This design comes from an exercise in tuning for a short achievable clock period and few clock cycles on the open sky130 flow, not from production work.
Where RTL was checked, it was by simulation tests only, not by an equivalence proof against the original.
For runs 1 and 2, only the layout was checked, not whether the RTL still works.
Power and IR drop assume default switching activity.

`flow/design.v`:
```
module mp3_core
(
    input  logic        clk,
    input  logic        rst,
    output logic [31:0] imem_addr,
    input  logic        imem_resp,
    input  logic [31:0] imem_rdata,
    output logic        dmem_read,
    output logic        dmem_write,
    output logic [3:0]  dmem_wmask,
    output logic [31:0] dmem_addr,
    output logic [31:0] dmem_wdata,
    input  logic        dmem_resp,
    input  logic [31:0] dmem_rdata
);
logic [29:0] pc_f;
logic [31:0] f_oh;           
localparam int IB = 5;            
localparam int NB = 1 << IB;
logic [NB-1:0] bt_v;
logic [10-IB:0] bt_tag [NB];
logic [29:0]   bt_tgt [NB];
logic [1:0]    bt_ctr [NB];
logic        d_valid, d_miss;
logic [31:0] d_ir;
logic [29:0] d_pc, d_pnpc;
logic        d_hit;
logic [1:0]  d_ctr;
logic        e_valid;
logic [29:0] e_pc1, e_target, e_pnpc;
logic [10:0] e_pcl;
logic [31:0] e_a, e_b, e_sd, e_pass;
logic        e_mt, e_mnt;
logic        e_fam, e_fawa, e_fawl, e_far;
logic        e_fbm, e_fbwa, e_fbwl, e_fbr;
logic        e_fsm, e_fswa, e_fswl, e_fsr;
logic        e_sub;
logic        e_r_add, e_r_sll, e_r_srl, e_r_sra, e_r_xor, e_r_or, e_r_and, e_r_slt, e_r_sltu, e_r_pass;
logic        e_c_eq, e_c_ne, e_c_lt, e_c_ge, e_c_ltu, e_c_geu;
logic        e_br, e_jal, e_jalr, e_smis;
logic        e_we, e_ld, e_rdq, e_st;
logic [4:0]  e_rd;
logic        e_lw, e_lh, e_lhs, e_lbs;
logic [3:0]  e_mask;
logic        e_hit;
logic [1:0]  e_ctr;
logic        m_valid;
logic [29:0] m_tt, m_pc1, m_pnpc, rp_pc;
logic [10:0] m_pcl;
logic [31:0] m_res, m_addr, m_sd;      
logic        m_we, m_ld, m_rdq, m_wrq;
logic [4:0]  m_rd;
logic        m_lw, m_lh, m_lhs, m_lbs;
logic [3:0]  m_mask;
logic        m_ctrl, m_jal, m_jalr, m_taken, m_mis;
logic        m_hit;
logic [1:0]  m_ctr;
logic        replay_q;
logic        w_we, w_isld;
logic [4:0]  w_rd;
logic [31:0] w_alu, w_ld;
logic [31:0] rf [32];
assign imem_addr = {pc_f, 2'b00};
logic          f_v;
logic [10-IB:0] f_tag;
logic [29:0]   f_tgt;
logic [1:0]    f_ctr;
always_comb begin
    f_v = 1'b0; f_tag = '0; f_tgt = '0; f_ctr = '0;
    for (int i = 0; i < NB; i++) begin
        f_v   = f_v   | (f_oh[i] & bt_v[i]);
        f_tag = f_tag | ({(11-IB){f_oh[i]}} & bt_tag[i]);
        f_tgt = f_tgt | ({30{f_oh[i]}} & bt_tgt[i]);
        f_ctr = f_ctr | ({2{f_oh[i]}} & bt_ctr[i]);
    end
end
wire        f_hit = f_v && (f_tag == pc_f[10:IB]);
wire [29:0] f_pc1 = pc_f + 30'd1;
wire [29:0] f_npc = (f_hit && f_ctr[1]) ? f_tgt : f_pc1;
wire [6:0] d_op  = d_ir[6:0];
wire [4:0] d_rd  = d_ir[11:7];
wire [2:0] d_f3  = d_ir[14:12];
wire [4:0] d_rs1 = d_ir[19:15];
wire [4:0] d_rs2 = d_ir[24:20];
wire       d_b30 = d_ir[30];
wire d_is_lui   = (d_op == 7'b0110111);
wire d_is_auipc = (d_op == 7'b0010111);
wire d_is_jal   = (d_op == 7'b1101111);
wire d_is_jalr  = (d_op == 7'b1100111);
wire d_is_br    = (d_op == 7'b1100011);
wire d_is_ld    = (d_op == 7'b0000011);
wire d_is_st    = (d_op == 7'b0100011);
wire d_is_opi   = (d_op == 7'b0010011);
wire d_is_op    = (d_op == 7'b0110011);
wire d_ld_ok = d_is_ld && (d_f3 == 3'd0 || d_f3 == 3'd1 || d_f3 == 3'd2 || d_f3 == 3'd4 || d_f3 == 3'd5);
wire d_st_ok = d_is_st && (d_f3 == 3'd0 || d_f3 == 3'd1 || d_f3 == 3'd2);
wire d_use1 = d_is_jalr || d_is_br || d_is_ld || d_is_st || d_is_opi || d_is_op;
wire d_use2 = d_is_br || d_is_st || d_is_op;
wire d_wr   = d_is_lui || d_is_auipc || d_is_jal || d_is_jalr || d_ld_ok || d_is_opi || d_is_op;
wire d_we   = d_wr && (d_rd != 5'd0);
wire [31:0] d_i_imm = {{20{d_ir[31]}}, d_ir[31:20]};
wire [31:0] d_s_imm = {{20{d_ir[31]}}, d_ir[31:25], d_ir[11:7]};
wire [31:0] d_b_imm = {{19{d_ir[31]}}, d_ir[31], d_ir[7], d_ir[30:25], d_ir[11:8], 1'b0};
wire [31:0] d_u_imm = {d_ir[31:12], 12'h000};
wire [31:0] d_j_imm = {{11{d_ir[31]}}, d_ir[31], d_ir[19:12], d_ir[20], d_ir[30:21], 1'b0};
wire [31:0] d_t_imm = d_is_jal ? d_j_imm : (d_is_br ? d_b_imm : d_u_imm);
wire [31:0] d_tsum  = {d_pc, 2'b00} + d_t_imm;
wire [29:0] d_pc1   = d_pc + 30'd1;
wire [29:0] mt_x = d_pc;
wire [29:0] mt_y = d_t_imm[31:2];    
wire [29:0] mt_c = mt_x ^ mt_y ^ d_pnpc;
wire [29:0] mt_o = (mt_x & mt_y) | (mt_c & (mt_x | mt_y));
wire        d_mt  = !mt_c[0] && (mt_o[28:0] == mt_c[29:1]);
wire [29:0] mn_c = d_pc ^ d_pnpc ^ 30'd1;
wire [29:0] mn_o = (d_pc & 30'd1) | (mn_c & (d_pc | 30'd1));
wire        d_mnt = !mn_c[0] && (mn_o[28:0] == mn_c[29:1]);
wire [31:0] w_wdata = w_isld ? w_ld : w_alu;
wire [31:0] d_rf1 = (d_rs1 == 5'd0) ? 32'd0 : ((w_we && w_rd == d_rs1) ? w_wdata : rf[d_rs1]);
wire [31:0] d_rf2 = (d_rs2 == 5'd0) ? 32'd0 : ((w_we && w_rd == d_rs2) ? w_wdata : rf[d_rs2]);
wire d_a_e = e_we && (e_rd == d_rs1);
wire d_b_e = e_we && (e_rd == d_rs2);
wire d_a_m = m_we && (m_rd == d_rs1);
wire d_b_m = m_we && (m_rd == d_rs2);
wire d_use_imm = d_is_opi || d_is_ld || d_is_st || d_is_jalr;
wire [31:0] d_b_imm_val = d_is_st ? d_s_imm : d_i_imm;
wire d_haz = e_ld && ((d_use1 && d_a_e) || (d_use2 && d_b_e));
wire d_alu_op  = d_is_op || d_is_opi;
wire d_f_add   = d_alu_op && d_f3 == 3'd0;
wire d_f_sub   = d_is_op && d_f3 == 3'd0 && d_b30;
wire d_f_slt   = d_alu_op && d_f3 == 3'd2;
wire d_f_sltu  = d_alu_op && d_f3 == 3'd3;
wire d_r_pass  = d_is_lui || d_is_auipc || d_is_jal || d_is_jalr;
wire [31:0] opA = ({32{e_fam}}  & m_res) | ({32{e_fawa}} & w_alu) | ({32{e_fawl}} & w_ld) |
                  ({32{e_far}} & e_a);
wire [31:0] opB = ({32{e_fbm}}  & m_res) | ({32{e_fbwa}} & w_alu) | ({32{e_fbwl}} & w_ld) |
                  ({32{e_fbr}} & e_b);
wire [31:0] sdv = ({32{e_fsm}}  & m_res) | ({32{e_fswa}} & w_alu) | ({32{e_fswl}} & w_ld) |
                  ({32{e_fsr}} & e_sd);
wire [31:0] opBx = opB ^ {32{e_sub}};
wire [33:0] addw = {opA, 1'b1} + {opBx, e_sub};
wire [31:0] sum  = addw[32:1];
wire        cout = addw[33];
wire        lt_u = !cout;
wire        lt_s = (opA[31] ^ opB[31]) ? opA[31] : sum[31];
wire        eq   = (opA == opB);
wire [31:0] sh_l  = opA << opB[4:0];
wire [31:0] sh_r  = opA >> opB[4:0];
wire [31:0] sh_ra = $signed(opA) >>> opB[4:0];
wire [31:0] e_res = ({32{e_r_add}}  & sum) |
                    ({32{e_r_sll}}  & sh_l) |
                    ({32{e_r_srl}}  & sh_r) |
                    ({32{e_r_sra}}  & sh_ra) |
                    ({32{e_r_xor}}  & (opA ^ opB)) |
                    ({32{e_r_or}}   & (opA | opB)) |
                    ({32{e_r_and}}  & (opA & opB)) |
                    {31'd0, (e_r_slt & lt_s) | (e_r_sltu & lt_u)} |
                    ({32{e_r_pass}} & e_pass);
wire cond = (e_c_eq & eq) | (e_c_ne & !eq) | (e_c_lt & lt_s) | (e_c_ge & !lt_s) |
            (e_c_ltu & lt_u) | (e_c_geu & !lt_u);
wire take_t = e_jal | (e_br & cond);
wire e_mis  = e_smis | (e_br & (cond ? !e_mt : !e_mnt));
wire hold   = (m_rdq | m_wrq) & !dmem_resp;
wire m_act  = m_valid & !replay_q;
wire r_mis  = m_act & (m_mis | (m_jalr & (m_tt != m_pnpc)));
wire r_m    = replay_q | r_mis;
wire [29:0] t_m = replay_q ? rp_pc : (m_taken ? m_tt : m_pc1);
wire r_d    = d_miss & !r_m;
wire stall_d = d_valid & d_haz;             
wire d_go   = d_valid & !d_haz & !r_m;
wire d_sjmp = d_is_jal | (d_is_br & d_ir[31]);
wire r_dj   = d_go & d_sjmp & !d_mt;
wire e_go   = e_valid & !r_m;
logic [29:0] pc_alt;
always_comb begin
    if (r_m)
        pc_alt = t_m;
    else if (r_d)
        pc_alt = d_pc;
    else if (r_dj)
        pc_alt = d_tsum[31:2];
    else if (!stall_d)
        pc_alt = f_pc1;
    else
        pc_alt = pc_f;
end
wire f_take = !r_m & !r_d & !r_dj & !stall_d & f_hit & f_ctr[1];
always_ff @(posedge clk) begin
    if (rst) begin
        pc_f <= 30'h18;
        f_oh <= 32'd1 << 5'h18;
    end else begin
        pc_f <= f_take ? f_tgt : pc_alt;
        f_oh <= f_take ? (32'd1 << f_tgt[IB-1:0]) : (32'd1 << pc_alt[IB-1:0]);
    end
end
always_ff @(posedge clk) begin
    if (rst || r_m || r_d || r_dj) begin
        d_valid <= 1'b0;
        d_miss  <= 1'b0;
    end else if (!stall_d) begin
        d_valid <= imem_resp;
        d_miss  <= !imem_resp;
    end
    if (!stall_d) begin
        d_ir   <= imem_rdata;
        d_pc   <= pc_f;
        d_pnpc <= f_npc;
        d_hit  <= f_hit;
        d_ctr  <= f_ctr;
    end
end
always_ff @(posedge clk) begin
    if (rst) begin
        e_valid <= 1'b0;
        e_we <= 1'b0; e_ld <= 1'b0; e_rdq <= 1'b0; e_st <= 1'b0;
        e_br <= 1'b0; e_jal <= 1'b0; e_jalr <= 1'b0; e_smis <= 1'b0;
    end else begin
        e_valid <= d_go;
        e_we    <= d_go & d_we;
        e_ld    <= d_go & d_ld_ok & d_we;
        e_rdq   <= d_go & d_ld_ok;
        e_st    <= d_go & d_st_ok;
        e_br    <= d_go & d_is_br;
        e_jal   <= d_go & d_is_jal;
        e_jalr  <= d_go & d_is_jalr;
        e_smis  <= d_go & !d_is_br & !d_is_jalr & (d_is_jal ? (!d_mt & !r_dj) : !d_mnt);
    end
    e_pc1    <= d_pc1;
    e_pcl    <= d_pc[10:0];
    e_target <= d_tsum[31:2];
    e_pnpc   <= r_dj ? d_tsum[31:2] : d_pnpc;
    e_mt     <= d_mt | r_dj;
    e_mnt    <= d_mnt & !r_dj;
    e_a      <= d_rf1;
    e_b      <= d_use_imm ? d_b_imm_val : d_rf2;
    e_sd     <= d_rf2;
    e_pass   <= d_is_lui ? d_u_imm : (d_is_auipc ? d_tsum : {d_pc1, 2'b00});
    e_fam    <= d_use1 & d_a_e;
    e_fawa   <= d_use1 & !d_a_e & d_a_m & !m_ld;
    e_fawl   <= d_use1 & !d_a_e & d_a_m & m_ld;
    e_far    <= !(d_use1 & (d_a_e | d_a_m));
    e_fbm    <= !d_use_imm & d_b_e;
    e_fbwa   <= !d_use_imm & !d_b_e & d_b_m & !m_ld;
    e_fbwl   <= !d_use_imm & !d_b_e & d_b_m & m_ld;
    e_fbr    <= !(!d_use_imm & (d_b_e | d_b_m));
    e_fsm    <= d_b_e;
    e_fswa   <= !d_b_e & d_b_m & !m_ld;
    e_fswl   <= !d_b_e & d_b_m & m_ld;
    e_fsr    <= !(d_b_e | d_b_m);
    e_sub    <= d_f_sub | d_f_slt | d_f_sltu | d_is_br;
    e_r_add  <= d_f_add || d_is_ld || d_is_st;
    e_r_sll  <= d_alu_op && d_f3 == 3'd1;
    e_r_srl  <= d_alu_op && d_f3 == 3'd5 && !d_b30;
    e_r_sra  <= d_alu_op && d_f3 == 3'd5 && d_b30;
    e_r_xor  <= d_alu_op && d_f3 == 3'd4;
    e_r_or   <= d_alu_op && d_f3 == 3'd6;
    e_r_and  <= d_alu_op && d_f3 == 3'd7;
    e_r_slt  <= d_f_slt;
    e_r_sltu <= d_f_sltu;
    e_r_pass <= d_r_pass;
    e_c_eq   <= d_f3 == 3'd0;
    e_c_ne   <= d_f3 == 3'd1;
    e_c_lt   <= d_f3 == 3'd4;
    e_c_ge   <= d_f3 == 3'd5;
    e_c_ltu  <= d_f3 == 3'd6;
    e_c_geu  <= d_f3 == 3'd7;
    e_rd     <= d_rd;
    e_lw     <= d_f3 == 3'd2;
    e_lh     <= d_f3[0];
    e_lhs    <= d_f3 == 3'd1;
    e_lbs    <= d_f3 == 3'd0;
    e_mask   <= (d_f3 == 3'd0) ? 4'b0001 : ((d_f3 == 3'd1) ? 4'b0011 : 4'b1111);
    e_hit    <= d_hit;
    e_ctr    <= d_ctr;
end
always_ff @(posedge clk) begin
    if (rst) begin
        m_valid <= 1'b0;
        m_we <= 1'b0; m_ld <= 1'b0; m_rdq <= 1'b0; m_wrq <= 1'b0;
        m_ctrl <= 1'b0; m_jal <= 1'b0; m_jalr <= 1'b0;
    end else begin
        if (!hold) begin
            m_valid <= e_go;
            m_we    <= e_go & e_we;
            m_ld    <= e_go & e_ld;
            m_rdq   <= e_go & e_rdq;
            m_wrq   <= e_go & e_st;
        end
        m_ctrl  <= e_go & (e_br | e_jal | e_jalr);
        m_jal   <= e_go & e_jal;
        m_jalr  <= e_go & e_jalr;
        m_mis   <= e_go & e_mis;
    end
    if (!hold) begin
        m_addr  <= e_res;
        m_sd    <= sdv;
        m_rd    <= e_rd;
        m_lw    <= e_lw;
        m_lh    <= e_lh;
        m_lhs   <= e_lhs;
        m_lbs   <= e_lbs;
        m_mask  <= e_mask;
    end
    m_res   <= e_res;
    m_tt    <= e_jalr ? sum[31:2] : e_target;
    m_pc1   <= e_pc1;
    m_pcl   <= e_pcl;
    m_pnpc  <= e_pnpc;
    m_taken <= take_t | e_jalr;
    m_hit   <= e_hit;
    m_ctr   <= e_ctr;
    if (!replay_q)
        rp_pc <= m_pc1;
    replay_q <= !rst & hold;
end
assign dmem_read  = m_rdq;
assign dmem_write = m_wrq;
assign dmem_wmask = m_mask;
assign dmem_addr  = m_addr;
assign dmem_wdata = m_sd;
wire [31:0] ld_ext;
assign ld_ext[7:0]   = dmem_rdata[7:0];
assign ld_ext[15:8]  = (m_lw | m_lh) ? dmem_rdata[15:8] : {8{m_lbs & dmem_rdata[7]}};
assign ld_ext[31:16] = m_lw ? dmem_rdata[31:16] :
                       {16{(m_lhs & dmem_rdata[15]) | (m_lbs & dmem_rdata[7])}};
always_ff @(posedge clk) begin
    w_we  <= !rst & m_we & !hold;
    w_rd  <= m_rd;
    w_isld <= m_ld;
    w_alu <= m_res;
    w_ld  <= ld_ext;
end
always_ff @(posedge clk) begin
    if (w_we)
        rf[w_rd] <= w_wdata;
end
wire [IB-1:0] u_idx = m_pcl[IB-1:0];
always_ff @(posedge clk) begin
    if (rst)
        bt_v <= '0;
    else if (m_act && m_ctrl && m_taken)
        bt_v[u_idx] <= 1'b1;
    else if (m_act && !m_ctrl && m_hit && m_ctr[1])
        bt_v[u_idx] <= 1'b0;
end
always_ff @(posedge clk) begin
    if (m_act && m_ctrl) begin
        if (m_taken) begin
            bt_tag[u_idx] <= m_pcl[10:IB];
            bt_tgt[u_idx] <= m_tt;
            bt_ctr[u_idx] <= (m_jal | m_jalr) ? 2'b11 :
                             (m_hit ? ((m_ctr == 2'b11) ? 2'b11 : m_ctr + 2'b01) : 2'b10);
        end else if (m_hit) begin
            bt_ctr[u_idx] <= (m_ctr == 2'b00) ? 2'b00 : m_ctr - 2'b01;
        end
    end
end
endmodule
```
`flow/flow/run.sh`:
```
#!/bin/bash
set -euo pipefail
cd "$(dirname "$0")/.."
bash standard.sh SETUP_SLACK_MARGIN=9.0 PRE_DETAIL_ROUTE_TCL="$PWD/flow/pre_drt.tcl" finish > standard_flow.log 2>&1
```
`flow/flow/pre_drt.tcl`:
```
# Run before detailed routing (ORFS PRE_DETAIL_ROUTE_TCL hook): repair max slew and
# max capacitance with global-route parasitics, then legalize and re-route the
# changed nets incrementally.
if { [info exists ::env(DONT_USE_CELLS)] && $::env(DONT_USE_CELLS) ne "" } {
  set_dont_use $::env(DONT_USE_CELLS)
}
set_placement_padding -global \
  -left $::env(CELL_PAD_IN_SITES_DETAIL_PLACEMENT) \
  -right $::env(CELL_PAD_IN_SITES_DETAIL_PLACEMENT)
estimate_parasitics -global_routing
repair_design -slew_margin 30 -cap_margin 30 -verbose
global_route -start_incremental
detailed_placement
global_route -end_incremental
check_placement -verbose
```
`flow/standard.sh`:
```
#!/bin/bash
# synth_recipe.tcl (not shown) runs the flow's synth.tcl, then flattens the netlist and writes it again
# the make line also repeats each setting of config.mk as NAME=value (left out here)
make -C /OpenROAD-flow-scripts/flow DESIGN_CONFIG=/design/flow/config.mk WORK_HOME=/design/flow/orfs CLKGATE_MAP_FILE= SYNTH_SCRIPT=/design/flow/synth_recipe.tcl "${@:-finish}"
```
`flow/config.mk`:
```
export PLATFORM = sky130hd
export DESIGN_NAME = mp3_core
export DESIGN_NICKNAME = mp3_core
export VERILOG_FILES = /design/flow/design.v
export SDC_FILE = /design/flow/constraint.sdc
export NUM_CORES = 4
export LEC_CHECK = 0
export CAP_MARGIN = 20
export CORE_MARGIN = 2
export CORE_UTILIZATION = 40
export SLEW_MARGIN = 20
```
`flow/constraint.sdc`:
```
create_clock -name core_clock -period 12.0 [get_ports {clk}]
set_input_delay 2.4000 -clock core_clock [delete_from_list [all_inputs] [get_ports {clk}]]
set_output_delay 2.4000 -clock core_clock [all_outputs]
set_load 0.01 [all_outputs]
```
==> results of run 1 <==
==> cell families (layout without fill, tap and decap cells) <==
kind of cell	after synthesis	count (layout)	synth area share (%)
flops	3039	3039	65.09
compound gates	1805	1808	9.835
simple gates	1594	1596	5.797
mux	958	958	12.85
buf+inv	776	1868	2.315
xor+xnor	270	270	1.811
fa+ha+maj	222	222	2.292
other cells	2	15	0.005733
==> flip-flops by register name (all words and copies together) (netlist names), 31 cells and up, named ones only <==
signal,cells
rf,1024
bt_tgt,960
bt_tag,192
bt_ctr,64
d_ir,32
e_a,32
e_b,32
e_sd,32
f_oh,32
m_addr,32
m_res,32
m_sd,32
w_alu,32
w_ld,32
e_pass,31
==> cell type report <==
type | instances | area share (%)
repair inverters | 7 | 0.04858
clock inverters | 142 | 0.8275
diodes | 11 | 0.01697
inverters | 217 | 0.5460
multi-input cells | 4858 | 29.72
flip-flops and latches | 3039 | 52.70
clock buffers | 450 | 5.604
well taps | 4346 | 3.352
repair buffers | 1052 | 7.184
==> layer usage <==
| layer | vias up | track usage [%] |
|---|---|---|
| met5 | - | 0 |
| met4 | 10 | 14.23 |
| met3 | 1357 | 6.199 |
| met2 | 6544 | 46.59 |
| met1 | 47357 | 40.90 |
| li1 | 36222 | - |
==> how the worst max path moves through the flow <==
stage | slack [ns] | end
after CTS | 7.21 | f_oh[26]
final | 7.03 | f_oh[19]
after floorplan | 7.56 | f_oh[26]
after global placement | 5.80 | f_oh[15]
after detailed placement | 5.82 | f_oh[26]
after global routing | 6.94 | f_oh[19]
==> power by group through the flow <==
| stage | Combinational [mW] | Sequential (mW) | Clock (mW) |
|---|---|---|---|
| detailed placement | 2.40 | 12.0 | 0 |
| CTS | 3.09 | 11.8 | 10.0 |
| floorplan | 1.42 | 12.0 | 0 |
| finish | 3.47 | 11.8 | 9.97 |
| global route | 3.58 | 11.8 | 10.4 |
| global placement | 2.39 | 12.0 | 0 |
==> per-stage QoR <==
step                area (µm²)  total power [mW]  utilization, %  hold WS [ns]  worst slack [ns]
floorplan               132000             13.37               -        0.3096             7.561
global placement        139000             14.42           42.57        0.3110             5.801
detailed placement      139100             14.43           42.58        0.3121             5.819
CTS                     158900             24.90           48.66        0.3167             7.210
global route            162200             25.80           49.66        0.3261             6.941
finish                  162200             25.23           49.68        0.3163             7.031
==> what timing repair did <==
action	4_1_cts	5_1_grt
buffers inserted	418	154
pin swaps	272	188
endpoints found under the setup margin	2163	1738
resized for setup	1553	410
cloned	52	14
==> placed cells by master, fill, tap and decap left out, types with 81 or more instances in the layout <==
cell | synthesis | routed
edfxtp_1 | 2441 | 2441
clkbuf_1 | 368 | 85
a22oi_1 | 702 | 654
nand3_1 | 165 | 144
buf_6 | 4 | 206
xor2_1 | 113 | 87
nand2_1 | 490 | 400
a22o_1 | 87 | 85
inv_1 | 215 | 183
a221oi_1 | 117 | 102
mux2i_1 | 260 | 209
mux4_2 | 566 | 566
nand4_1 | 146 | 146
nor2_1 | 431 | 329
buf_12 | 0 | 81
o21ai_0 | 176 | 103
nor2_4 | 0 | 85
clkbuf_16 | 0 | 342
dfxtp_1 | 598 | 506
buf_4 | 6 | 525
ha_1 | 192 | 155
xnor2_1 | 156 | 107
a21oi_1 | 266 | 206
mux2_2 | 132 | 110
==> impl_metrics.toml, run 1 <==
[logic_synthesis]
async_flop_share_pct = 0
yosys_warnings = 1
synthTopCellsByCount = "edfxtp_1 (2441), a22oi_1 (702), dfxtp_1 (598)"
netlist_area_um2 = 131000
synth.area.top_cells = "edfxtp_1 (56%), mux4_2 (9.7%), dfxtp_1 (9.1%)"
synth_ff_type = "edfxtp_1"
synth_seq_area_share_pct = 65.09
synth_cell_types = 104
yosys.area.top_type = "edfxtp_1"
syn_inst = 8666
synth_top_area_share_pct = 55.95
syn_avg_cell_area_um2 = 15.12
yosysMostFrequentCell = "edfxtp_1"
synth-edff-count = 2441
yosys_register_bits = 3039

[global_route]
grtUsageTotal_pct = 30.18
grt_max_degree = 71
grt_first_pass_wirelength_um = 701900
antenna_found_initial = 22
grt-ovfl-total = 0
grt_pass1_vias = 87164

[worst_hold_path]
hold_path_depth = 0
holdPathEnd = "m_pcl[0]"
min_path_type = "register to register"
min_from = "e_pcl[0]"

[sta]
finalSetupTns_ns = 0
min_period_ns = 4.969
setup_viol = 0
hold_viol_final = 0
slew_violations = 0
tightest_slew_ns = 1.038
finClkSkew_ns = 0.1195
fin_crit_sh_pct = 41.41
clock.fmax_mhz = 201.2
slew_headroom_pct = 30.82
rsz0062_at_grt = "yes"

[floorplanning]
rows = 210
dieArea_um2 = 332100
dieHeight_um = 576.3
initial_utilization_pct = 40.11
io-pin-count = 170
core_area_um2 = 326600
dieWidth_um = 576.3

[finish]
multi_input_area_um2 = 48220
areaGrowthSynthToFinish_pct = 23.85
drive_above_1_share_pct = 31.35
fin_cells = 14122
num-nets-final = 9790
n_fill_cell = 27053
ff_latch_area_um2 = 85500

[worst_setup_path]
critPathSlowestCell = "fa_1"
cp.arrival_ns = 5.79
regToRegSetupSlack_ns = 7.03
reg2reg_to = "f_oh[19]"
cp_top_family = "simple AND/OR/NAND/NOR gates"
crit_start = "d_ir[3]"
critical_path_class = "register to register"
cp_cell_sequence = "nand3b_4 -> or3_4 -> nand2_4 -> and2_4 -> a21o_1 -> inv_2 -> fa_1 -> xor2_2 -> nand2_1 -> or4_4 -> nor4_4 -> buf_6 -> buf_4 -> nor2_4 -> a211oi_4 -> a211oi_4 -> o31ai_4 -> nand2_1 -> nor3_2"
cp.required_ns = 12.82
critical_path_buf_inv_count = 3
crit_cells = 19
crit_path_max_fanout = 8
r2r-start = "d_ir[3]"
end_kind = "register"
worst_path_largest_cell_delay_ns = 0.53
cp-start-kind = "register"
r2r_cells = 19

[detailed_routing]
drt_iter0_drc = 14791
wl_met1_um = 193300
vias = 91490
first_pass_iters = 7
routed.top_layer = "met5"
wire_per_inst_um = 36.85
routed_wl_um = 520400
wl_met2_um = 234000
met3_length_um = 61830
viasPerCell = 6.479
route.detailed.drc = 0
final_antenna_net_count = 0

[power_and_ir_drop]
sw_frac_of_total_pct = 25.71
combPwrFrac_pct = 13.8
p_seq_share_pct = 46.7
power_frac_clock_pct = 39.5
switching_power_mw = 6.487
ir_drop_mv = 0.1151
p_per_area_nw_per_um2 = 155.5
cellLeakagePower_nw = 56.03
internal_power_mw = 18.75

[clock_tree]
cts.clk_slew.worst_paths_ns = 0.06
htreeDepth = 5
cts_buffers = 325
clk_path_buf_depth = 4
cts_sinks = 3039
cts_tree = "yes"
clk_latency_ns = 0.97
ctsHoldBuffers = 0
root_buffer = "clkbuf_16"

[placement]
routabilityCongestion = 0.9492
dp_hpwl_um = 300700
dp_cells = 12880
port_buffers = 166

[run]
drv_cap = 0

[outcome]
status = "finished clean"
==> inputs of run 2 (changes only) <==
--- a/flow/design.v
+++ b/flow/design.v
@@ -16,4 +16,5 @@
 logic [29:0] pc_f;
 logic [31:0] f_oh;           
+logic        rst_q;          
 localparam int IB = 5;            
 localparam int NB = 1 << IB;
@@ -32,9 +33,10 @@
 logic [31:0] e_a, e_b, e_sd, e_pass;
 logic        e_mt, e_mnt;
-logic        e_fam, e_fawa, e_fawl, e_far;
-logic        e_fbm, e_fbwa, e_fbwl, e_fbr;
-logic        e_fsm, e_fswa, e_fswl, e_fsr;
+logic        e_fas, e_fao, e_fal, e_far;    
+logic        e_fbs, e_fbo, e_fbl, e_fbr;
+logic        e_fss, e_fso, e_fsl, e_fsr;
+logic        e_ussum;                       
 logic        e_sub;
-logic        e_r_add, e_r_sll, e_r_srl, e_r_sra, e_r_xor, e_r_or, e_r_and, e_r_slt, e_r_sltu, e_r_pass;
+logic        e_r_sll, e_r_srl, e_r_sra, e_r_xor, e_r_or, e_r_and, e_r_slt, e_r_sltu, e_r_pass;
 logic        e_c_eq, e_c_ne, e_c_lt, e_c_ge, e_c_ltu, e_c_geu;
 logic        e_br, e_jal, e_jalr, e_smis;
@@ -48,10 +50,13 @@
 logic [29:0] m_tt, m_pc1, m_pnpc, rp_pc;
 logic [10:0] m_pcl;
-logic [31:0] m_res, m_addr, m_sd;      
+logic [31:0] m_sum, m_oth, m_addr, m_sd;  
+logic        m_ussum, m_eq, m_lts, m_ltu;
+logic        m_br, m_smis, m_mt, m_mnt;
+logic        m_c_eq, m_c_ne, m_c_lt, m_c_ge, m_c_ltu, m_c_geu;
 logic        m_we, m_ld, m_rdq, m_wrq;
 logic [4:0]  m_rd;
 logic        m_lw, m_lh, m_lhs, m_lbs;
 logic [3:0]  m_mask;
-logic        m_ctrl, m_jal, m_jalr, m_taken, m_mis;
+logic        m_ctrl, m_jal, m_jalr;
 logic        m_hit;
 logic [1:0]  m_ctr;
@@ -75,5 +80,5 @@
     end
 end
-wire        f_hit = f_v && (f_tag == pc_f[10:IB]);
+wire        f_hit = f_v && (f_tag == pc_f[10:IB]) && !rst_q;
 wire [29:0] f_pc1 = pc_f + 30'd1;
 wire [29:0] f_npc = (f_hit && f_ctr[1]) ? f_tgt : f_pc1;
@@ -104,5 +109,5 @@
 wire [31:0] d_u_imm = {d_ir[31:12], 12'h000};
 wire [31:0] d_j_imm = {{11{d_ir[31]}}, d_ir[31], d_ir[19:12], d_ir[20], d_ir[30:21], 1'b0};
-wire [31:0] d_t_imm = d_is_jal ? d_j_imm : (d_is_br ? d_b_imm : d_u_imm);
+wire [31:0] d_t_imm = d_op[3] ? d_j_imm : (d_op[6] ? d_b_imm : d_u_imm);
 wire [31:0] d_tsum  = {d_pc, 2'b00} + d_t_imm;
 wire [29:0] d_pc1   = d_pc + 30'd1;
@@ -115,11 +120,14 @@
 wire [29:0] mn_o = (d_pc & 30'd1) | (mn_c & (d_pc | 30'd1));
 wire        d_mnt = !mn_c[0] && (mn_o[28:0] == mn_c[29:1]);
-wire [31:0] w_wdata = w_isld ? w_ld : w_alu;
-wire [31:0] d_rf1 = (d_rs1 == 5'd0) ? 32'd0 : ((w_we && w_rd == d_rs1) ? w_wdata : rf[d_rs1]);
-wire [31:0] d_rf2 = (d_rs2 == 5'd0) ? 32'd0 : ((w_we && w_rd == d_rs2) ? w_wdata : rf[d_rs2]);
 wire d_a_e = e_we && (e_rd == d_rs1);
 wire d_b_e = e_we && (e_rd == d_rs2);
 wire d_a_m = m_we && (m_rd == d_rs1);
 wire d_b_m = m_we && (m_rd == d_rs2);
+wire [31:0] w_wdata = w_isld ? w_ld : w_alu;
+wire [31:0] m_val   = m_ussum ? m_sum : m_oth;
+wire [31:0] d_rf1 = (d_rs1 == 5'd0) ? 32'd0 :
+                    ((d_a_m && !m_ld) ? m_val : ((w_we && w_rd == d_rs1) ? w_wdata : rf[d_rs1]));
+wire [31:0] d_rf2 = (d_rs2 == 5'd0) ? 32'd0 :
+                    ((d_b_m && !m_ld) ? m_val : ((w_we && w_rd == d_rs2) ? w_wdata : rf[d_rs2]));
 wire d_use_imm = d_is_opi || d_is_ld || d_is_st || d_is_jalr;
 wire [31:0] d_b_imm_val = d_is_st ? d_s_imm : d_i_imm;
@@ -131,9 +139,10 @@
 wire d_f_sltu  = d_alu_op && d_f3 == 3'd3;
 wire d_r_pass  = d_is_lui || d_is_auipc || d_is_jal || d_is_jalr;
-wire [31:0] opA = ({32{e_fam}}  & m_res) | ({32{e_fawa}} & w_alu) | ({32{e_fawl}} & w_ld) |
+wire d_ussum   = d_f_add;
+wire [31:0] opA = ({32{e_fas}} & m_sum) | ({32{e_fao}} & m_oth) | ({32{e_fal}} & w_ld) |
                   ({32{e_far}} & e_a);
-wire [31:0] opB = ({32{e_fbm}}  & m_res) | ({32{e_fbwa}} & w_alu) | ({32{e_fbwl}} & w_ld) |
+wire [31:0] opB = ({32{e_fbs}} & m_sum) | ({32{e_fbo}} & m_oth) | ({32{e_fbl}} & w_ld) |
                   ({32{e_fbr}} & e_b);
-wire [31:0] sdv = ({32{e_fsm}}  & m_res) | ({32{e_fswa}} & w_alu) | ({32{e_fswl}} & w_ld) |
+wire [31:0] sdv = ({32{e_fss}} & m_sum) | ({32{e_fso}} & m_oth) | ({32{e_fsl}} & w_ld) |
                   ({32{e_fsr}} & e_sd);
 wire [31:0] opBx = opB ^ {32{e_sub}};
@@ -147,6 +156,5 @@
 wire [31:0] sh_r  = opA >> opB[4:0];
 wire [31:0] sh_ra = $signed(opA) >>> opB[4:0];
-wire [31:0] e_res = ({32{e_r_add}}  & sum) |
-                    ({32{e_r_sll}}  & sh_l) |
+wire [31:0] e_oth = ({32{e_r_sll}}  & sh_l) |
                     ({32{e_r_srl}}  & sh_r) |
                     ({32{e_r_sra}}  & sh_ra) |
@@ -156,13 +164,14 @@
                     {31'd0, (e_r_slt & lt_s) | (e_r_sltu & lt_u)} |
                     ({32{e_r_pass}} & e_pass);
-wire cond = (e_c_eq & eq) | (e_c_ne & !eq) | (e_c_lt & lt_s) | (e_c_ge & !lt_s) |
-            (e_c_ltu & lt_u) | (e_c_geu & !lt_u);
-wire take_t = e_jal | (e_br & cond);
-wire e_mis  = e_smis | (e_br & (cond ? !e_mt : !e_mnt));
 wire hold   = (m_rdq | m_wrq) & !dmem_resp;
 wire m_act  = m_valid & !replay_q;
-wire r_mis  = m_act & (m_mis | (m_jalr & (m_tt != m_pnpc)));
+wire m_cond = (m_c_eq & m_eq) | (m_c_ne & !m_eq) | (m_c_lt & m_lts) | (m_c_ge & !m_lts) |
+              (m_c_ltu & m_ltu) | (m_c_geu & !m_ltu);
+wire m_taken = m_jal | m_jalr | (m_br & m_cond);
+wire [29:0] m_tgt = m_jalr ? m_sum[31:2] : m_tt;
+wire r_mis  = m_act & (m_smis | (m_br & (m_cond ? !m_mt : !m_mnt)) |
+                       (m_jalr & (m_sum[31:2] != m_pnpc)));
 wire r_m    = replay_q | r_mis;
-wire [29:0] t_m = replay_q ? rp_pc : (m_taken ? m_tt : m_pc1);
+wire [29:0] t_m = replay_q ? rp_pc : (m_taken ? m_tgt : m_pc1);
 wire r_d    = d_miss & !r_m;
 wire stall_d = d_valid & d_haz;             
@@ -171,26 +180,30 @@
 wire r_dj   = d_go & d_sjmp & !d_mt;
 wire e_go   = e_valid & !r_m;
-logic [29:0] pc_alt;
-always_comb begin
-    if (r_m)
-        pc_alt = t_m;
-    else if (r_d)
-        pc_alt = d_pc;
-    else if (r_dj)
-        pc_alt = d_tsum[31:2];
-    else if (!stall_d)
-        pc_alt = f_pc1;
-    else
-        pc_alt = pc_f;
-end
-wire f_take = !r_m & !r_d & !r_dj & !stall_d & f_hit & f_ctr[1];
+wire s_m    = r_m;
+wire s_d    = !r_m & r_d;
+wire s_dj   = !r_m & !r_d & r_dj;
+wire s_hold = !r_m & !r_d & !r_dj & stall_d;
+wire s_f    = !r_m & !r_d & !r_dj & !stall_d;
+wire f_take = s_f & f_hit & f_ctr[1];
+wire s_inc  = s_f & !(f_hit & f_ctr[1]);
+wire [29:0] pc_nx = ({30{s_m}}    & t_m) |
+                    ({30{s_d}}    & d_pc) |
+                    ({30{s_dj}}   & d_tsum[31:2]) |
+                    ({30{s_hold}} & pc_f) |
+                    ({30{s_inc}}  & f_pc1) |
+                    ({30{f_take}} & f_tgt);
+wire [31:0] oh_nx = ({32{s_m}}    & (32'd1 << t_m[4:0])) |
+                    ({32{s_d}}    & (32'd1 << d_pc[4:0])) |
+                    ({32{s_dj}}   & (32'd1 << d_tsum[6:2])) |
+                    ({32{s_hold}} & f_oh) |
+                    ({32{s_inc}}  & {f_oh[30:0], f_oh[31]}) |
+                    ({32{f_take}} & (32'd1 << f_tgt[4:0]));
 always_ff @(posedge clk) begin
-    if (rst) begin
+    if (rst)
         pc_f <= 30'h18;
-        f_oh <= 32'd1 << 5'h18;
-    end else begin
-        pc_f <= f_take ? f_tgt : pc_alt;
-        f_oh <= f_take ? (32'd1 << f_tgt[IB-1:0]) : (32'd1 << pc_alt[IB-1:0]);
-    end
+    else
+        pc_f <= pc_nx;
+    f_oh <= rst_q ? (32'd1 << 25) : oh_nx;
+    rst_q <= rst;
 end
 always_ff @(posedge clk) begin
@@ -235,19 +248,19 @@
     e_b      <= d_use_imm ? d_b_imm_val : d_rf2;
     e_sd     <= d_rf2;
-    e_pass   <= d_is_lui ? d_u_imm : (d_is_auipc ? d_tsum : {d_pc1, 2'b00});
-    e_fam    <= d_use1 & d_a_e;
-    e_fawa   <= d_use1 & !d_a_e & d_a_m & !m_ld;
-    e_fawl   <= d_use1 & !d_a_e & d_a_m & m_ld;
-    e_far    <= !(d_use1 & (d_a_e | d_a_m));
-    e_fbm    <= !d_use_imm & d_b_e;
-    e_fbwa   <= !d_use_imm & !d_b_e & d_b_m & !m_ld;
-    e_fbwl   <= !d_use_imm & !d_b_e & d_b_m & m_ld;
-    e_fbr    <= !(!d_use_imm & (d_b_e | d_b_m));
-    e_fsm    <= d_b_e;
-    e_fswa   <= !d_b_e & d_b_m & !m_ld;
-    e_fswl   <= !d_b_e & d_b_m & m_ld;
-    e_fsr    <= !(d_b_e | d_b_m);
+    e_pass   <= d_op[6] ? {d_pc1, 2'b00} : (d_op[5] ? d_u_imm : d_tsum);
+    e_fas    <= d_use1 & d_a_e & e_ussum;
+    e_fao    <= d_use1 & d_a_e & !e_ussum;
+    e_fal    <= d_use1 & !d_a_e & d_a_m & m_ld;
+    e_far    <= !(d_use1 & (d_a_e | (d_a_m & m_ld)));
+    e_fbs    <= !d_use_imm & d_b_e & e_ussum;
+    e_fbo    <= !d_use_imm & d_b_e & !e_ussum;
+    e_fbl    <= !d_use_imm & !d_b_e & d_b_m & m_ld;
+    e_fbr    <= !(!d_use_imm & (d_b_e | (d_b_m & m_ld)));
+    e_fss    <= d_b_e & e_ussum;
+    e_fso    <= d_b_e & !e_ussum;
+    e_fsl    <= !d_b_e & d_b_m & m_ld;
+    e_fsr    <= !(d_b_e | (d_b_m & m_ld));
+    e_ussum  <= d_ussum;
     e_sub    <= d_f_sub | d_f_slt | d_f_sltu | d_is_br;
-    e_r_add  <= d_f_add || d_is_ld || d_is_st;
     e_r_sll  <= d_alu_op && d_f3 == 3'd1;
     e_r_srl  <= d_alu_op && d_f3 == 3'd5 && !d_b30;
@@ -278,5 +291,5 @@
         m_valid <= 1'b0;
         m_we <= 1'b0; m_ld <= 1'b0; m_rdq <= 1'b0; m_wrq <= 1'b0;
-        m_ctrl <= 1'b0; m_jal <= 1'b0; m_jalr <= 1'b0;
+        m_ctrl <= 1'b0; m_jal <= 1'b0; m_jalr <= 1'b0; m_br <= 1'b0; m_smis <= 1'b0;
     end else begin
         if (!hold) begin
@@ -290,8 +303,9 @@
         m_jal   <= e_go & e_jal;
         m_jalr  <= e_go & e_jalr;
-        m_mis   <= e_go & e_mis;
+        m_br    <= e_go & e_br;
+        m_smis  <= e_go & e_smis;
     end
     if (!hold) begin
-        m_addr  <= e_res;
+        m_addr  <= sum;
         m_sd    <= sdv;
         m_rd    <= e_rd;
@@ -302,10 +316,22 @@
         m_mask  <= e_mask;
     end
-    m_res   <= e_res;
-    m_tt    <= e_jalr ? sum[31:2] : e_target;
+    m_sum   <= sum;
+    m_oth   <= e_oth;
+    m_ussum <= e_ussum;
+    m_eq    <= eq;
+    m_lts   <= lt_s;
+    m_ltu   <= lt_u;
+    m_mt    <= e_mt;
+    m_mnt   <= e_mnt;
+    m_c_eq  <= e_c_eq;
+    m_c_ne  <= e_c_ne;
+    m_c_lt  <= e_c_lt;
+    m_c_ge  <= e_c_ge;
+    m_c_ltu <= e_c_ltu;
+    m_c_geu <= e_c_geu;
+    m_tt    <= e_target;
     m_pc1   <= e_pc1;
     m_pcl   <= e_pcl;
     m_pnpc  <= e_pnpc;
-    m_taken <= take_t | e_jalr;
     m_hit   <= e_hit;
     m_ctr   <= e_ctr;
@@ -328,5 +354,5 @@
     w_rd  <= m_rd;
     w_isld <= m_ld;
-    w_alu <= m_res;
+    w_alu <= m_val;
     w_ld  <= ld_ext;
 end
@@ -337,5 +363,5 @@
 wire [IB-1:0] u_idx = m_pcl[IB-1:0];
 always_ff @(posedge clk) begin
-    if (rst)
+    if (rst_q)
         bt_v <= '0;
     else if (m_act && m_ctrl && m_taken)
@@ -348,5 +374,5 @@
         if (m_taken) begin
             bt_tag[u_idx] <= m_pcl[10:IB];
-            bt_tgt[u_idx] <= m_tt;
+            bt_tgt[u_idx] <= m_tgt;
             bt_ctr[u_idx] <= (m_jal | m_jalr) ? 2'b11 :
                              (m_hit ? ((m_ctr == 2'b11) ? 2'b11 : m_ctr + 2'b01) : 2'b10);
==> flow/flow/run.sh (replaced) <==
#!/bin/bash
set -euo pipefail
cd "$(dirname "$0")/.."
bash standard.sh SETUP_SLACK_MARGIN=9.0 PRE_DETAIL_ROUTE_TCL="$PWD/flow/pre_drt.tcl" \
  "BUFFER_PORTS_ARGS=-buffer_cell sky130_fd_sc_hd__buf_4" finish > standard_flow.log 2>&1
==> run 2 against run 1 <==
  * Register-to-register slack better by 0.52 ns
  * Critical path depth decreased by 4
  * Global-route usage grew 0.31 points
  * Largest cell class unchanged
  * Largest power group unchanged
==> impl_metrics.toml, run 2 <==
[placement]
port_buffers = 166
dp_cells = 13000
dp_hpwl_um = 301400
routabilityCongestion = 0.9649
dpl_worst_slack_ns = 6.636
dpl-instance-area_um2 = 141200

[worst_setup_path]
end_kind = "register"
r2r-start = "d_ir[31]"
crit_start = "d_ir[31]"
critical_path_class = "register to register"
crit_path_max_fanout = 8
cp.arrival_ns = 5.26
cp.required_ns = 12.81
cp-start-kind = "register"
r2r_cells = 15

[global_route]
grt_first_pass_wirelength_um = 726200
grt_max_degree = 67
grtUsageTotal_pct = 30.49
antenna_found_initial = 35
grt_pass1_vias = 90334
grt-ovfl-total = 0

[detailed_routing]
viasPerCell = 6.565
routed_wl_um = 537800
route.detailed.drc = 0
final_antenna_net_count = 0
first_pass_iters = 8
drt_iter0_drc = 14760
vias = 94298
wire_per_inst_um = 37.44

[sta]
hold_viol_final = 0
fin_ws_ns = 7.547
slew_violations = 0
finClkSkew_ns = 0.1112
slew_headroom_pct = 26.62
whs_ns = 0.3014
setup_viol = 0
clock.fmax_mhz = 224.6
finalSetupTns_ns = 0
tightest_slew_ns = 1.097
rsz0062_at_grt = "yes"
min_period_ns = 4.453
fin_crit_sh_pct = 37.11

[worst_hold_path]
hold_path_depth = 0
min_from = "e_target[6]"
min_path_type = "register to register"

[clock_tree]
htreeDepth = 5
cts_sinks = 3089
clk_latency_ns = 0.98
cts.clk_slew.worst_paths_ns = 0.06
clk_path_buf_depth = 4
cts_tree = "yes"
root_buffer = "clkbuf_16"
cts_buffers = 325

[finish]
layout_commonest_cell = "edfxtp_1"
stdcell_area_um2 = 168500
fin_cells = 14363
drive_above_1_share_pct = 35.13
top_regs = "rf x1024, bt_tgt x960, bt_tag x192"
largest_reg_flops = 1024
final_util_pct = 50.63
areaGrowthSynthToFinish_pct = 26.14
num-nets-final = 9990
layout_common_cells = "edfxtp_1 (2440), mux4_2 (640), buf_4 (596)"
top_register = "rf"

[logic_synthesis]
yosys_register_bits = 3089
synth_seq_area_share_pct = 64.56
async_flop_share_pct = 0
synth.area.top_cells = "edfxtp_1 (55%), mux4_2 (11%), dfxtp_1 (9.7%)"
synth_cell_types = 105
yosysMostFrequentCell = "edfxtp_1"
synthTopCellsByCount = "edfxtp_1 (2440), dfxtp_1 (649), mux4_2 (640)"
synth-edff-count = 2440
syn_avg_cell_area_um2 = 15.23
synth_top_area_share_pct = 54.84
synth_ff_type = "edfxtp_1"
netlist_area_um2 = 133600
syn_inst = 8773
yosys_warnings = 1
yosys.area.top_type = "edfxtp_1"

[floorplanning]
dieWidth_um = 582.0
initial_utilization_pct = 40.14
dieArea_um2 = 338700
io-pin-count = 170
rows = 212
dieHeight_um = 582.0
core_area_um2 = 332900

[run]
drv_cap = 0

[power_and_ir_drop]
ir_drop_mv = 0.1222
cellLeakagePower_nw = 57.53
p_total_mw = 25.41
p_per_area_nw_per_um2 = 150.8

[outcome]
status = "finished clean"
run 2: changes by cell type after synthesis, moves of 44 or more:
cell      before  now
nor2_1       431  349
dfxtp_1      598  649
nand2_1      490  574
a211oi_1      87  149
nand3_1      165  110
mux4_2       566  640
a22oi_1      702  618
a22o_1        87  131
mux2_2       132   74
nor2b_1       25   87
run 2: layer usage:
layer	global-route usage [%]	share of wire [%]	vias up	routed length, µm
li1	-	-	36911	-
met1	41.40	37	48729	198300
met2	44.99	44	7148	234800
met3	7.151	13	1498	68660
met4	17.24	6.7	12	35920
met5	0	0.014	-	77
run 2: worst paths after layout:
path	end	slack (ns)
hold reg to reg	m_tt[6]	0.30
hold / removal	m_tt[6]	0.30
setup reg to reg	f_oh[18]	7.55
setup / recovery	f_oh[18]	7.55
run 2: area by class of cell:
cell class              count  area, µm²
diodes                     15      37.54
clock inverters           159       1567
flip-flops and latches   3089      86570
repair buffers           1176      14670
clock buffers             434       9030
well taps                4387       5489
fillers                 26983     164400
multi-input cells        4874      50270
inverters                 229      905.9
run 2: repair_timing:
item | 4_1_cts | 5_1_grt
cloned | 89 | 24
hold buffers | 0 | 0
pin swaps | 301 | 283
resized for setup | 1354 | 565
endpoints found under the setup margin | 2109 | 815
hold endpoints to repair | 0 | 0
setup buffers | 424 | 215
run 2: cells by family (layout without fill, tap and decap cells):
family          Yosys count  after routing  share of synthesized area [%]
buf+inv                 813           1998                          2.407
simple gates           1578           1580                          5.802
mux                     932            932                          13.05
other cells               2             18                       0.005621
xor+xnor                270            270                          1.786
flops                  3089           3089                          64.56
compound gates         1862           1862                          10.10
fa+ha+maj               227            227                          2.294
run 2: worst max-delay path: stages (launching register included):
cell,delay [ns]
edfxtp_1,0.84
and2_4,0.39
a21oi_4,0.05
inv_2,0.09
fa_1,0.45
xnor2_2,0.18
nor4_4,0.39
nand4_1,0.14
or4_4,0.62
nand4_4,0.17
nor4_4,0.06
buf_6,0.17
nor3b_4,0.18
a221o_1,0.31
a31oi_1,0.17
o22ai_1,0.11
run 2: where the power goes:
part / internal, mW / switching, mW / total (mW)
registers: 11.8 / 0.328 / 12.1
clock network: 5.79 / 4.38 / 10.2
logic: 1.29 / 1.83 / 3.12
total: 18.9 / 6.54 / 25.4
==> inputs of run 3 (changes only) <==
--- a/flow/design.v
+++ b/flow/design.v
@@ -52,5 +52,5 @@
 logic [31:0] m_sum, m_oth, m_addr, m_sd;  
 logic        m_ussum, m_eq, m_lts, m_ltu;
-logic        m_br, m_smis, m_mt, m_mnt;
+logic        m_br, m_smis, m_mt, m_mnt, m_jrok;
 logic        m_c_eq, m_c_ne, m_c_lt, m_c_ge, m_c_ltu, m_c_geu;
 logic        m_we, m_ld, m_rdq, m_wrq;
@@ -109,12 +109,17 @@
 wire [31:0] d_u_imm = {d_ir[31:12], 12'h000};
 wire [31:0] d_j_imm = {{11{d_ir[31]}}, d_ir[31], d_ir[19:12], d_ir[20], d_ir[30:21], 1'b0};
-wire [31:0] d_t_imm = d_op[3] ? d_j_imm : (d_op[6] ? d_b_imm : d_u_imm);
-wire [31:0] d_tsum  = {d_pc, 2'b00} + d_t_imm;
+wire [31:0] d_pcx   = {d_pc, 2'b00};
+wire [31:0] d_tsj   = d_pcx + d_j_imm;
+wire [31:0] d_tsb   = d_pcx + d_b_imm;
+wire [31:0] d_tsu   = d_pcx + d_u_imm;
+wire [29:0] d_tgt   = d_op[3] ? d_tsj[31:2] : d_tsb[31:2];    
 wire [29:0] d_pc1   = d_pc + 30'd1;
-wire [29:0] mt_x = d_pc;
-wire [29:0] mt_y = d_t_imm[31:2];    
-wire [29:0] mt_c = mt_x ^ mt_y ^ d_pnpc;
-wire [29:0] mt_o = (mt_x & mt_y) | (mt_c & (mt_x | mt_y));
-wire        d_mt  = !mt_c[0] && (mt_o[28:0] == mt_c[29:1]);
+wire [29:0] mj_c = d_pc ^ d_j_imm[31:2] ^ d_pnpc;
+wire [29:0] mj_o = (d_pc & d_j_imm[31:2]) | (mj_c & (d_pc | d_j_imm[31:2]));
+wire [29:0] mb_c = d_pc ^ d_b_imm[31:2] ^ d_pnpc;
+wire [29:0] mb_o = (d_pc & d_b_imm[31:2]) | (mb_c & (d_pc | d_b_imm[31:2]));
+wire        d_mtj = !mj_c[0] && (mj_o[28:0] == mj_c[29:1]);
+wire        d_mtb = !mb_c[0] && (mb_o[28:0] == mb_c[29:1]);
+wire        d_mt  = d_op[3] ? d_mtj : d_mtb;
 wire [29:0] mn_c = d_pc ^ d_pnpc ^ 30'd1;
 wire [29:0] mn_o = (d_pc & 30'd1) | (mn_c & (d_pc | 30'd1));
@@ -146,5 +151,7 @@
 wire [31:0] sdv = ({32{e_fss}} & m_sum) | ({32{e_fso}} & m_oth) | ({32{e_fsl}} & w_ld) |
                   ({32{e_fsr}} & e_sd);
-wire [31:0] opBx = opB ^ {32{e_sub}};
+wire [31:0] subm = {32{e_sub}};
+wire [31:0] opBx = ({32{e_fbs}} & (m_sum ^ subm)) | ({32{e_fbo}} & (m_oth ^ subm)) |
+                   ({32{e_fbl}} & (w_ld ^ subm)) | ({32{e_fbr}} & (e_b ^ subm));
 wire [33:0] addw = {opA, 1'b1} + {opBx, e_sub};
 wire [31:0] sum  = addw[32:1];
@@ -153,4 +160,8 @@
 wire        lt_s = (opA[31] ^ opB[31]) ? opA[31] : sum[31];
 wire        eq   = (opA == opB);
+wire [29:0] jr_c  = opA[31:2] ^ e_b[31:2] ^ e_pnpc;
+wire [29:0] jr_o  = (opA[31:2] & e_b[31:2]) | (jr_c & (opA[31:2] | e_b[31:2]));
+wire        jr_ci = (opA[1] & e_b[1]) | ((opA[1] | e_b[1]) & opA[0] & e_b[0]);
+wire        e_jrok = (jr_c[0] == jr_ci) && (jr_o[28:0] == jr_c[29:1]);
 wire [31:0] sh_l  = opA << opB[4:0];
 wire [31:0] sh_r  = opA >> opB[4:0];
@@ -171,5 +182,5 @@
 wire [29:0] m_tgt = m_jalr ? m_sum[31:2] : m_tt;
 wire r_mis  = m_act & (m_smis | (m_br & (m_cond ? !m_mt : !m_mnt)) |
-                       (m_jalr & (m_sum[31:2] != m_pnpc)));
+                       (m_jalr & !m_jrok));
 wire r_m    = replay_q | r_mis;
 wire [29:0] t_m = replay_q ? rp_pc : (m_taken ? m_tgt : m_pc1);
@@ -178,5 +189,6 @@
 wire d_go   = d_valid & !d_haz & !r_m;
 wire d_sjmp = d_is_jal | (d_is_br & d_ir[31]);
-wire r_dj   = d_go & d_sjmp & !d_mt;
+wire d_pt   = d_hit & d_ctr[1];            
+wire r_dj   = d_go & d_sjmp & !d_pt;
 wire e_go   = e_valid & !r_m;
 wire s_m    = r_m;
@@ -189,5 +201,5 @@
 wire [29:0] pc_nx = ({30{s_m}}    & t_m) |
                     ({30{s_d}}    & d_pc) |
-                    ({30{s_dj}}   & d_tsum[31:2]) |
+                    ({30{s_dj}}   & d_tgt) |
                     ({30{s_hold}} & pc_f) |
                     ({30{s_inc}}  & f_pc1) |
@@ -195,5 +207,5 @@
 wire [31:0] oh_nx = ({32{s_m}}    & (32'd1 << t_m[4:0])) |
                     ({32{s_d}}    & (32'd1 << d_pc[4:0])) |
-                    ({32{s_dj}}   & (32'd1 << d_tsum[6:2])) |
+                    ({32{s_dj}}   & (32'd1 << d_tgt[4:0])) |
                     ({32{s_hold}} & f_oh) |
                     ({32{s_inc}}  & {f_oh[30:0], f_oh[31]}) |
@@ -241,6 +253,6 @@
     e_pc1    <= d_pc1;
     e_pcl    <= d_pc[10:0];
-    e_target <= d_tsum[31:2];
-    e_pnpc   <= r_dj ? d_tsum[31:2] : d_pnpc;
+    e_target <= d_tgt;
+    e_pnpc   <= r_dj ? d_tgt : d_pnpc;
     e_mt     <= d_mt | r_dj;
     e_mnt    <= d_mnt & !r_dj;
@@ -248,5 +260,5 @@
     e_b      <= d_use_imm ? d_b_imm_val : d_rf2;
     e_sd     <= d_rf2;
-    e_pass   <= d_op[6] ? {d_pc1, 2'b00} : (d_op[5] ? d_u_imm : d_tsum);
+    e_pass   <= d_op[6] ? {d_pc1, 2'b00} : (d_op[5] ? d_u_imm : d_tsu);
     e_fas    <= d_use1 & d_a_e & e_ussum;
     e_fao    <= d_use1 & d_a_e & !e_ussum;
@@ -323,4 +335,5 @@
     m_ltu   <= lt_u;
     m_mt    <= e_mt;
+    m_jrok  <= e_jrok;
     m_mnt   <= e_mnt;
     m_c_eq  <= e_c_eq;
==> run 3 against run 2 <==
  * Still clean
  * Register-to-register slack better by 0.53 ns
  * Power down 1.4%
  * Sequential share of layout area is 0.79 points lower
  * Die area rose by 1.4%
  * Synthesized cell count increased by 2.8%
  * Utilization fell by 0.14 points
  * Count of clock-buffer cells in the layout down 5
  * Via count increased by 2.6%
  * Fmax grew 9.4%
  * Clock power about the same
  * Combinational power decreased by 4%
  * Area after synthesis is 1.4% higher
  * Largest power group unchanged
==> impl_metrics.toml, run 3 <==
[outcome]
status = "finished clean"

[worst_setup_path]
cp-start-kind = "register"
cp.arrival_ns = 1.67
cp_top_family = "flip-flops"
worst_path_largest_cell_delay_ns = 0.54
cp_cell_sequence = "buf_6"
crit_path_max_fanout = 1
critical_path_class = "register to primary output"
cp.required_ns = 9.60
critPathSlowestCell = "edfxtp_1"
critical_path_buf_inv_count = 1
end_kind = "primary output"

[placement]
routabilityCongestion = 0.9735
dp_cells = 13371
dpl_worst_slack_ns = 6.980
dp_hpwl_um = 323000
dpl-instance-area_um2 = 143000
port_buffers = 166

[logic_synthesis]
yosys_register_bits = 3059
synth_top_family_by_area = "multiplexers"
yosys.area_share.simple_pct = 5.640
synth_top_area_share_pct = 54.09
synth_compound_area_share_pct = 10.26
synth_seq_area_share_pct = 63.24
synthTopCellsByCount = "edfxtp_1 (2440), mux4_2 (641), dfxtp_1 (619)"
yosys_warnings = 1
netlist_area_um2 = 135400
synth_mux_area_share_pct = 13.63
yosys.area.top_type = "edfxtp_1"
yosysMostFrequentCell = "edfxtp_1"
synth-edff-count = 2440
syn_avg_cell_area_um2 = 15.02
synth_fa_ha_area_share_pct = 3.045
syn_inst = 9016
synthXorXnorAreaFrac_pct = 1.694
synth_cell_types = 99
synth.area.top_cells = "edfxtp_1 (54%), mux4_2 (11%), dfxtp_1 (9.1%)"
synth_ff_type = "edfxtp_1"
async_flop_share_pct = 0

[clock_tree]
htreeDepth = 5
clk_latency_ns = 0.97
root_buffer = "clkbuf_16"
clk_path_buf_depth = 4
cts.clk_slew.worst_paths_ns = 0.06
cts_tree = "yes"
ctsHoldBuffers = 0
cts_buffers = 327
cts_sinks = 3059

[sta]
tightest_slew_ns = 1.066
finalSetupTns_ns = 0
rsz0062_at_grt = "yes"
fin_crit_sh_pct = 33.94
slew_headroom_pct = 28.94
finClkSkew_ns = 0.1123
min_period_ns = 4.072
slew_violations = 0
setup_viol = 0
clock.fmax_mhz = 245.6
hold_viol_final = 0
fin_ws_ns = 7.928

[finish]
stdcell_area_um2 = 170100
top_register = "rf"
drive_above_1_share_pct = 34.42
num-nets-final = 10235
layout_commonest_cell = "edfxtp_1"
largest_reg_flops = 1024
areaGrowthSynthToFinish_pct = 25.57
layout_common_cells = "edfxtp_1 (2440), mux4_2 (641), buf_4 (595)"
n_fill_cell = 27765
top_regs = "rf x1024, bt_tgt x960, bt_tag x192"
fin_cells = 14667
final_util_pct = 50.49

[worst_hold_path]
min_path_type = "register to register"

[floorplanning]
dieWidth_um = 585.9
rows = 213
core_area_um2 = 336900
dieHeight_um = 585.9
io-pin-count = 170
dieArea_um2 = 343300
initial_utilization_pct = 40.21

[detailed_routing]
viasPerCell = 6.598
wire_per_inst_um = 38.60
vias = 96778
first_pass_iters = 6
final_antenna_net_count = 0
drt_iter0_drc = 15327
route.detailed.drc = 0
routed_wl_um = 566200

[global_route]
grt_first_pass_wirelength_um = 755000
met2_usage_pct = 46.84
grt_pass1_vias = 91767
grtUsageTotal_pct = 31.70
grt_max_degree = 67
use_met1_pct = 43.08
met3_usage_pct = 7.982
antenna_found_initial = 26
busiest_layer = "met2"
grt-ovfl-total = 0

[power_and_ir_drop]
switching_power_mw = 6.535
ir_drop_mv = 0.1172
combPwrFrac_pct = 11.9
sw_frac_of_total_pct = 26.08
power_frac_clock_pct = 39.6
internal_power_mw = 18.52
p_per_area_nw_per_um2 = 147.3
p_seq_share_pct = 48.5
cellLeakagePower_nw = 57.33

[run]
drv_cap = 0
## run 3: per-stage QoR
| stage | power (mW) | hold slack [ns] |
|---|---|---|
| 6_report | 25.06 | 0.2791 |
| 5_1_grt | 25.59 | 0.2837 |
| 4_1_cts | 24.71 | 0.2807 |
| 3_5_place_dp | 14.45 | 0.3121 |
| 3_3_place_gp | 14.45 | 0.3106 |
| 2_1_floorplan | 13.29 | 0.3096 |
## run 3: cell type report
cell class / count / area (µm²) / area share (%)
Sequential cell: 3059 / 86020 / 50.57
Tap cell: 4515 / 5649 / 3.321
Inverter: 256 / 1051 / 0.6179
Clock buffer: 429 / 8780 / 5.162
Clock inverter: 153 / 1471 / 0.8651
Timing Repair Buffer: 1112 / 13430 / 7.898
Antenna cell: 17 / 42.54 / 0.02501
Timing Repair inverter: 3 / 57.56 / 0.03384
Multi-Input combinational cell: 5123 / 53580 / 31.50
## run 3: metal layers
metal / wire, µm / part of all wire (%)
met5: 75 / 0.013
met4: 36610 / 6.5
met3: 72270 / 13
met2: 246600 / 44
met1: 210600 / 37
## run 3: timing repair
action                      CTS  global route
setup endpoints to repair  1929          1616
cloned                       77            30
resized for setup          1370           716
pin swaps                   274           271
buffers inserted            384           203
## run 3: kinds of logic after synthesis
group,after synthesis
other cells,2
xor+xnor,262
buf+inv,843
compound gates,1951
flops,3059
mux,1031
simple gates,1582
fa+ha+maj,286
## run 3: worst paths after layout
check / start / to / slack [ns] / cells past startpoint
max: m_addr[31] / dmem_addr[31] / 7.93 / 1
min: e_pc1[20] / m_pc1[20] / 0.28 / 0
max reg2reg: d_ir[3] / pc_f[22] / 8.08 / 14
min reg2reg: e_pc1[20] / m_pc1[20] / 0.28 / 0
## run 3: power by group through the flow
stage / Combinational, mW / Sequential (mW) / Clock (mW)
after CTS: 2.64 / 12.1 / 9.96
after global placement: 2.12 / 12.3 / 0
after global routing: 3.08 / 12.1 / 10.4
after floorplan: 1.24 / 12.0 / 0
final: 2.99 / 12.1 / 9.92
after detailed placement: 2.12 / 12.3 / 0
Testbench counts of run 3, summed over its fixed seeds: cycles 78,612.
==> inputs of run 4 (changes only) <==
--- a/flow/config.mk
+++ b/flow/config.mk
@@ -8,4 +8,7 @@
 export CAP_MARGIN = 20
 export CORE_MARGIN = 2
-export CORE_UTILIZATION = 40
+export CORE_UTILIZATION = 60
+export CTS_CLUSTER_DIAMETER = 100
+export CTS_CLUSTER_SIZE = 20
+export PLACE_DENSITY = 0.75
 export SLEW_MARGIN = 20
==> run 4 against run 3 <==
  * Highest routed layer unchanged
  * Final cell count fell by 12%
  * Fmax up 3.4%
  * Power is 14% lower
  * Synthesized cell count unchanged
  * Sequential power is essentially flat
  * Design area is 4.2% lower
  * Sequential share of layout area rose by 2.2 points
  * Routed wire length shrank 1.6%
  * Hold slack improved by 0.013 ns
  * Still clean on timing, DRC and antenna
  * Sequential cell count unchanged
  * Clock power is 35% lower
==> impl_metrics.toml, run 4 <==
[sta]
rsz0062_at_grt = "yes"
clock.fmax_mhz = 253.8
setup_viol = 0
min_period_ns = 3.940
slew_violations = 0
fin_ws_ns = 8.060
finalSetupTns_ns = 0
fin_crit_sh_pct = 32.84
tightest_slew_ns = 1.067
hold_viol_final = 0
whs_ns = 0.2919
finClkSkew_ns = 0.05099
slew_headroom_pct = 28.79

[finish]
fin_cells = 12922
stdcell_area_um2 = 163000
ff_latch_area_um2 = 85980
layout_commonest_cell = "edfxtp_1"
multi_input_area_um2 = 52900
n_fill_cell = 13318
top_register = "rf"
top_regs = "rf x1024, bt_tgt x960, bt_tag x192"
num-nets-final = 10138
layout_common_cells = "edfxtp_1 (2440), buf_4 (642), mux4_2 (641)"
largest_reg_flops = 1024
final_util_pct = 72.56
drive_above_1_share_pct = 32.16
areaGrowthSynthToFinish_pct = 20.36

[worst_setup_path]
end_kind = "primary output"
critPathSlowestCell = "edfxtp_1"
cp-start-kind = "register"
r2r-start = "d_ir[3]"
cp_top_family = "flip-flops"
cp.required_ns = 9.60
critical_path_buf_inv_count = 1
worst_path_largest_cell_delay_ns = 0.44
cp.arrival_ns = 1.54
crit_path_max_fanout = 1
critical_path_class = "register to primary output"
crit_start = "m_addr[21]"
cp_cell_sequence = "buf_6"

[global_route]
antenna_found_initial = 37
grt_max_degree = 71
grt-ovfl-total = 0
grt_first_pass_wirelength_um = 732100
grtUsageTotal_pct = 45.83
grt_pass1_vias = 95182

[outcome]
status = "finished clean"

[detailed_routing]
viasPerCell = 7.867
drt_iter0_drc = 20706
first_pass_iters = 9
final_antenna_net_count = 0
vias = 101651
wire_per_inst_um = 43.10
routed_wl_um = 557000
route.detailed.drc = 0

[floorplanning]
initial_utilization_pct = 60.29
io-pin-count = 170
dieArea_um2 = 229600
core_area_um2 = 224700
rows = 174
dieHeight_um = 479.1
dieWidth_um = 479.1

[logic_synthesis]
synthXorXnorAreaFrac_pct = 1.694
syn_avg_cell_area_um2 = 15.02
synthTopCellsByCount = "edfxtp_1 (2440), mux4_2 (641), dfxtp_1 (619)"
synth_mux_area_share_pct = 13.63
synth_cell_types = 99
yosys.area.top_type = "edfxtp_1"
netlist_area_um2 = 135400
synth_top_area_share_pct = 54.09
syn_inst = 9016
synth.area.top_cells = "edfxtp_1 (54%), mux4_2 (11%), dfxtp_1 (9.1%)"
synth_compound_area_share_pct = 10.26
synth_ff_type = "edfxtp_1"
synth_seq_area_share_pct = 63.24
synth-edff-count = 2440
yosys_register_bits = 3059
yosys.area_share.simple_pct = 5.640
async_flop_share_pct = 0
synth_top_family_by_area = "multiplexers"
synth_fa_ha_area_share_pct = 3.045
yosysMostFrequentCell = "edfxtp_1"
yosys_warnings = 1

[power_and_ir_drop]
p_total_mw = 21.53
cellLeakagePower_nw = 55.24
p_per_area_nw_per_um2 = 132.1
ir_drop_mv = 0.1631

[clock_tree]
root_buffer = "clkbuf_16"
clk_path_buf_depth = 3
ctsHoldBuffers = 0
htreeDepth = 4
cts_buffers = 175
clk_latency_ns = 0.94
cts_sinks = 3059
cts.clk_slew.worst_paths_ns = 0.10
cts_tree = "yes"

[worst_hold_path]
min_path_type = "register to register"
min_from = "e_target[2]"

[run]
drv_cap = 0

[placement]
dpl-instance-area_um2 = 140900
dpl_worst_slack_ns = 7.062
dp_hpwl_um = 296200
dp_cells = 11832
routabilityCongestion = 1.050
port_buffers = 166
==> run 4: cell types whose count changed in the layout (fill, tap and decap cells not counted), sizes merged <==
| cell | change |
|---|---|
| nor2b | +1 |
| nor2 | +2 |
| buf | +45 |
| clkbuf | -155 |
| inv | -10 |
| nand2b | -1 |
| and3 | +1 |
| clkinv | -86 |
| nand2 | +1 |
| clkinvlp | -12 |
| bufbuf | +13 |
| bufinv | -21 |
==> run 4: layout make-up <==
type                            instances  area share, %
Sequential cell                      3059          52.74
Multi-Input combinational cell       5127          32.45
Timing Repair Buffer                 1161          8.614
Clock buffer                          283          2.967
Tap cell                             2992          2.296
Inverter                              256         0.6370
Clock inverter                         22         0.2264
Timing Repair inverter                  5        0.04452
Antenna cell                           17        0.02610
==> run 4: logic make-up after synthesis <==
| group | Yosys count |
|---|---|
| DFF | 3059 |
| AOI/OAI and AO/OA | 1951 |
| and+or+nand+nor | 1582 |
| muxes | 1031 |
| buffers and inverters | 843 |
| adders and majority gates | 286 |
| xor gates and xnor gates | 262 |
| other | 2 |
==> run 4: power breakdown <==
| part | switching [mW] | internal, mW |
|---|---|---|
| logic | 1.79 | 1.22 |
| registers | 0.412 | 11.6 |
| clock network | 3.64 | 2.82 |
==> run 4: final timing paths <==
kind                                      end  slack (ns)  cells after the start
worst max register to register     e_pnpc[28]        8.09                     14
worst min-delay path                  m_tt[2]        0.29                      0
worst max-delay path            dmem_addr[21]        8.06                      1
worst min register to register        m_tt[2]        0.29                      0
==> run 4: routing by layer <==
layer / global-route usage (%) / routed length [µm] / up-vias
met3: 17.66 / 101200 / 2947
met1: 59.80 / 173600 / 49714
met4: 29.69 / 51710 / 30
li1: - / - / 37435
met5: 0.5592 / 253 / -
met2: 64.30 / 230300 / 11525
==> run 4: repair_timing <==
action                                   CTS  global route
buffers inserted                         410           242
endpoints found under the setup margin  1964          1888
cloned                                    86            25
resized for setup                       1232           707
pin swaps                                227           283
hold endpoints to repair                   0             0

[port drivers added, routing unchanged]
The results above use ideal ports. As a check the final layouts listed here were re-extracted and re-timed, cells and wires unchanged. Step 1 assumes that a clkbuf_16 drives the clock port and a buf_2 every other input. Step 2 adds t to the input delays and takes it off the output delays; t is the mean of the earliest and latest rising clock arrival at the registers after step 1. Input paths then give back, and output paths get back, about the clock's delay inside the block. a / b / c = ideal ports / drivers / drivers and shift; a / b = the first two.
run	t (ns)	setup slack, ns	worst setup path at the end
run 1	1.002	7.031 / 7.031 / 7.031	register to register
run 2	1.048	7.547 / 7.547 / 7.547	register to register
run 3	1.014	7.928 / 7.830 / 8.061	input to register
run 4	1.031	8.060 / 7.949 / 8.076	input to register
After both steps setup and hold are still met in every run listed.
